What follows belongs to an exercise in optimizing a design on an open flow for small area; a production flow would make more cautious choices. In this exercise RTL edits were held to simulation tests only and were not proved equivalent to the original. Power and IR drop assume default switching activity.

==> build 5: inputs <==
## rv_idex
module rv_idex (
    input   wire           clk,
    input   wire           rst,
    input   wire    [31:0] if_id_ir,
    input   wire    [31:0] mem_wb_ir,
    input   wire    [31:0] mem_wb_out,
    output  reg     [31:0] ex_mem_ir,
    output  reg     [31:0] ex_mem_alu_out,
    output  reg     [31:0] ex_mem_rs2
);
==> flow/config.mk <==
export PLATFORM = sky130hd
export DESIGN_NAME = rv_idex
export DESIGN_NICKNAME = rv_idex
export VERILOG_FILES = /design/flow/design.v
export SDC_FILE = /design/flow/constraint.sdc
export NUM_CORES = 4
export LEC_CHECK = 0
export CAP_MARGIN = 20
export CORE_MARGIN = 2
export CORE_UTILIZATION = 70
export SLEW_MARGIN = 20
export SYNTH_HIERARCHICAL = 1
export SYNTH_MINIMUM_KEEP_SIZE = 0
==> flow/constraint.sdc <==
create_clock -name core_clock -period 6.0 [get_ports {clk}]
set_input_delay 1.2000 -clock core_clock [delete_from_list [all_inputs] [get_ports {clk}]]
set_output_delay 1.2000 -clock core_clock [all_outputs]
set_load 0.01 [all_outputs]
standard.sh (not shown) runs the stock make flow with config.mk's settings and CLKGATE_MAP_FILE= SYNTH_SCRIPT=/design/flow/synth_recipe.tcl, a recipe that flattens the netlist after the stock synthesis.
==> flow/flow/run.sh <==
#!/bin/bash
# The standard layout (standard.sh), with these changes:
#  - ABC maps the logic with an area-oriented script (flow/abc_area.script)
#    in place of ORFS's speed script; everything else in synthesis, the
#    flip-flop mapping included, is the standard synthesis;
#  - ports are buffered with sky130_fd_sc_hd__buf_1;
#  - CTS clusters up to 25 sinks within 80 um and inserts no dummy loads.
# Each tool's output goes to ORFS's per-step logs under orfs/logs; make's own
# output goes to standard_area.log.
set -euo pipefail
here=$(pwd)
sed "s|log_cmd abc {\*}\$abc_args|set abc_args [lreplace \$abc_args 1 1 $here/flow/abc_area.script]\n  log_cmd abc {*}\$abc_args|" \
    "$FLOW_HOME/scripts/synth.tcl" > synth_area.tcl
grep -q "flow/abc_area.script" synth_area.tcl
sed "s|\$::env(SCRIPTS_DIR)/synth.tcl|$here/synth_area.tcl|" synth_recipe.tcl > synth_recipe_area.tcl
grep -q "synth_area.tcl" synth_recipe_area.tcl
sed "s|SYNTH_SCRIPT=[^ ]*|SYNTH_SCRIPT=$here/synth_recipe_area.tcl|" standard.sh > standard_area.sh
grep -q "synth_recipe_area.tcl" standard_area.sh
bash standard_area.sh \
    "BUFFER_PORTS_ARGS=-buffer_cell sky130_fd_sc_hd__buf_1" \
    "CTS_ARGS=-sink_clustering_enable -repair_clock_nets -sink_clustering_size 25 -sink_clustering_max_diameter 80 -dont_use_dummy_load" \
    finish > standard_area.log 2>&1
==> flow/flow/abc_area.script <==
&get -n
&st
&dch
&nf -R 1000
&st
&syn2
&if -g -K 6
&synch2
&nf -R 1000
&st
&dch
&nf -R 1000
&put
==> build 37: changes against build 5 <==
--- a/flow/flow/run.sh
+++ b/flow/flow/run.sh
@@ -4,7 +4,8 @@
 #    in place of ORFS's speed script; everything else in synthesis, the
 #    flip-flop mapping included, is the standard synthesis;
 #  - ports are buffered with sky130_fd_sc_hd__buf_1;
-#  - CTS clusters up to 25 sinks within 80 um and inserts no dummy loads.
+#  - CTS uses clkbuf_8, clusters up to 16 sinks within 60 um and inserts no
+#    dummy loads.
 # Each tool's output goes to ORFS's per-step logs under orfs/logs; make's own
 # output goes to standard_area.log.
 set -euo pipefail
@@ -18,5 +19,5 @@
 grep -q "synth_recipe_area.tcl" standard_area.sh
 bash standard_area.sh \
     "BUFFER_PORTS_ARGS=-buffer_cell sky130_fd_sc_hd__buf_1" \
-    "CTS_ARGS=-sink_clustering_enable -repair_clock_nets -sink_clustering_size 25 -sink_clustering_max_diameter 80 -dont_use_dummy_load" \
+    "CTS_ARGS=-sink_clustering_enable -repair_clock_nets -sink_clustering_size 16 -sink_clustering_max_diameter 60 -dont_use_dummy_load -buf_list sky130_fd_sc_hd__clkbuf_8" \
     finish > standard_area.log 2>&1
- CORE_UTILIZATION: 70 -> 55
==> build 57: changes against build 5 <==
--- a/flow/flow/run.sh
+++ b/flow/flow/run.sh
@@ -4,7 +4,8 @@
 #    in place of ORFS's speed script; everything else in synthesis, the
 #    flip-flop mapping included, is the standard synthesis;
 #  - ports are buffered with sky130_fd_sc_hd__buf_1;
-#  - CTS clusters up to 25 sinks within 80 um and inserts no dummy loads.
+#  - CTS uses clkbuf_8, clusters up to 16 sinks within 60 um and inserts no
+#    dummy loads.
 # Each tool's output goes to ORFS's per-step logs under orfs/logs; make's own
 # output goes to standard_area.log.
 set -euo pipefail
@@ -18,5 +19,5 @@
 grep -q "synth_recipe_area.tcl" standard_area.sh
 bash standard_area.sh \
     "BUFFER_PORTS_ARGS=-buffer_cell sky130_fd_sc_hd__buf_1" \
-    "CTS_ARGS=-sink_clustering_enable -repair_clock_nets -sink_clustering_size 25 -sink_clustering_max_diameter 80 -dont_use_dummy_load" \
+    "CTS_ARGS=-sink_clustering_enable -repair_clock_nets -sink_clustering_size 16 -sink_clustering_max_diameter 60 -dont_use_dummy_load -buf_list sky130_fd_sc_hd__clkbuf_8" \
     finish > standard_area.log 2>&1
==> summary.txt <==
quantity	build 37	build 57	build 5
Outcome	complete, no violations	complete, no violations	complete, no violations
Flop2flop setup slack	0.45 ns	0.40 ns	0.40 ns
First-pass GRT wire length	260 mm	249 mm	249 mm
Clock share of power	0.251	0.240	0.255
Seq/total area	0.651	0.658	0.655
NonClk Buf Share	0.0320	0.0310	0.0313
Biggest fanout along the worst timing path	31	30	8
Layout Nets	3523	3504	3473
Detail-routed net length per standard cell	41.4 um	41.2 um	41.6 um
Vias in the first global route	35600	36700	36300
Hold path startpoint	id_ex_ir[16]	id_ex_ir[10]	id_ex_ir[6]
Number of placement rows	109	97	97
Required time of the critical path	6.61 ns	6.56 ns	6.48 ns
Instance area at placement	52700 um2	52300 um2	52300 um2
Total length of routed met2 wires	81.3 mm	73.4 mm	73.6 mm
Peak ir drop on the vdd network	0.226 mV	0.273 mV	0.354 mV
Utilization of the core after routing	0.612	0.768	0.771
Total Wirelength	188 mm	177 mm	177 mm
Net switching component of the power	4.43 mW	4.29 mW	4.27 mW
Detailed Place HPWL	115 mm	106 mm	106 mm

afterwards: timing with drivers on the ports:
In the flow no input, the clock included, has a driving cell. The finished layouts below were timed again as built, in two steps. Step 1 sets driving cells, clkbuf_16 on the clock port and buf_2 on the other inputs (assumed; they add their load-dependent delay and slew). Step 2 also shifts input and output timing later by t, the mid clock arrival at the registers, as if the neighbouring blocks saw the same clock. Three values: ideal ports, drivers, drivers and shift; two values: the first two.
run	t, ns	setup slack, ns	worst setup path at the end	worst register clock-pin slew, ns	cell pins on the clock port's net
build 5	0.722	0.402 / 0.402 / 0.402	register to register	0.10 / 0.10	1
build 37	0.834	0.448 / 0.448 / 0.448	register to register	0.11 / 0.11	1
build 57	0.790	0.402 / 0.402 / 0.402	register to register	0.11 / 0.11	1
After both steps setup and hold are still met in every run listed.
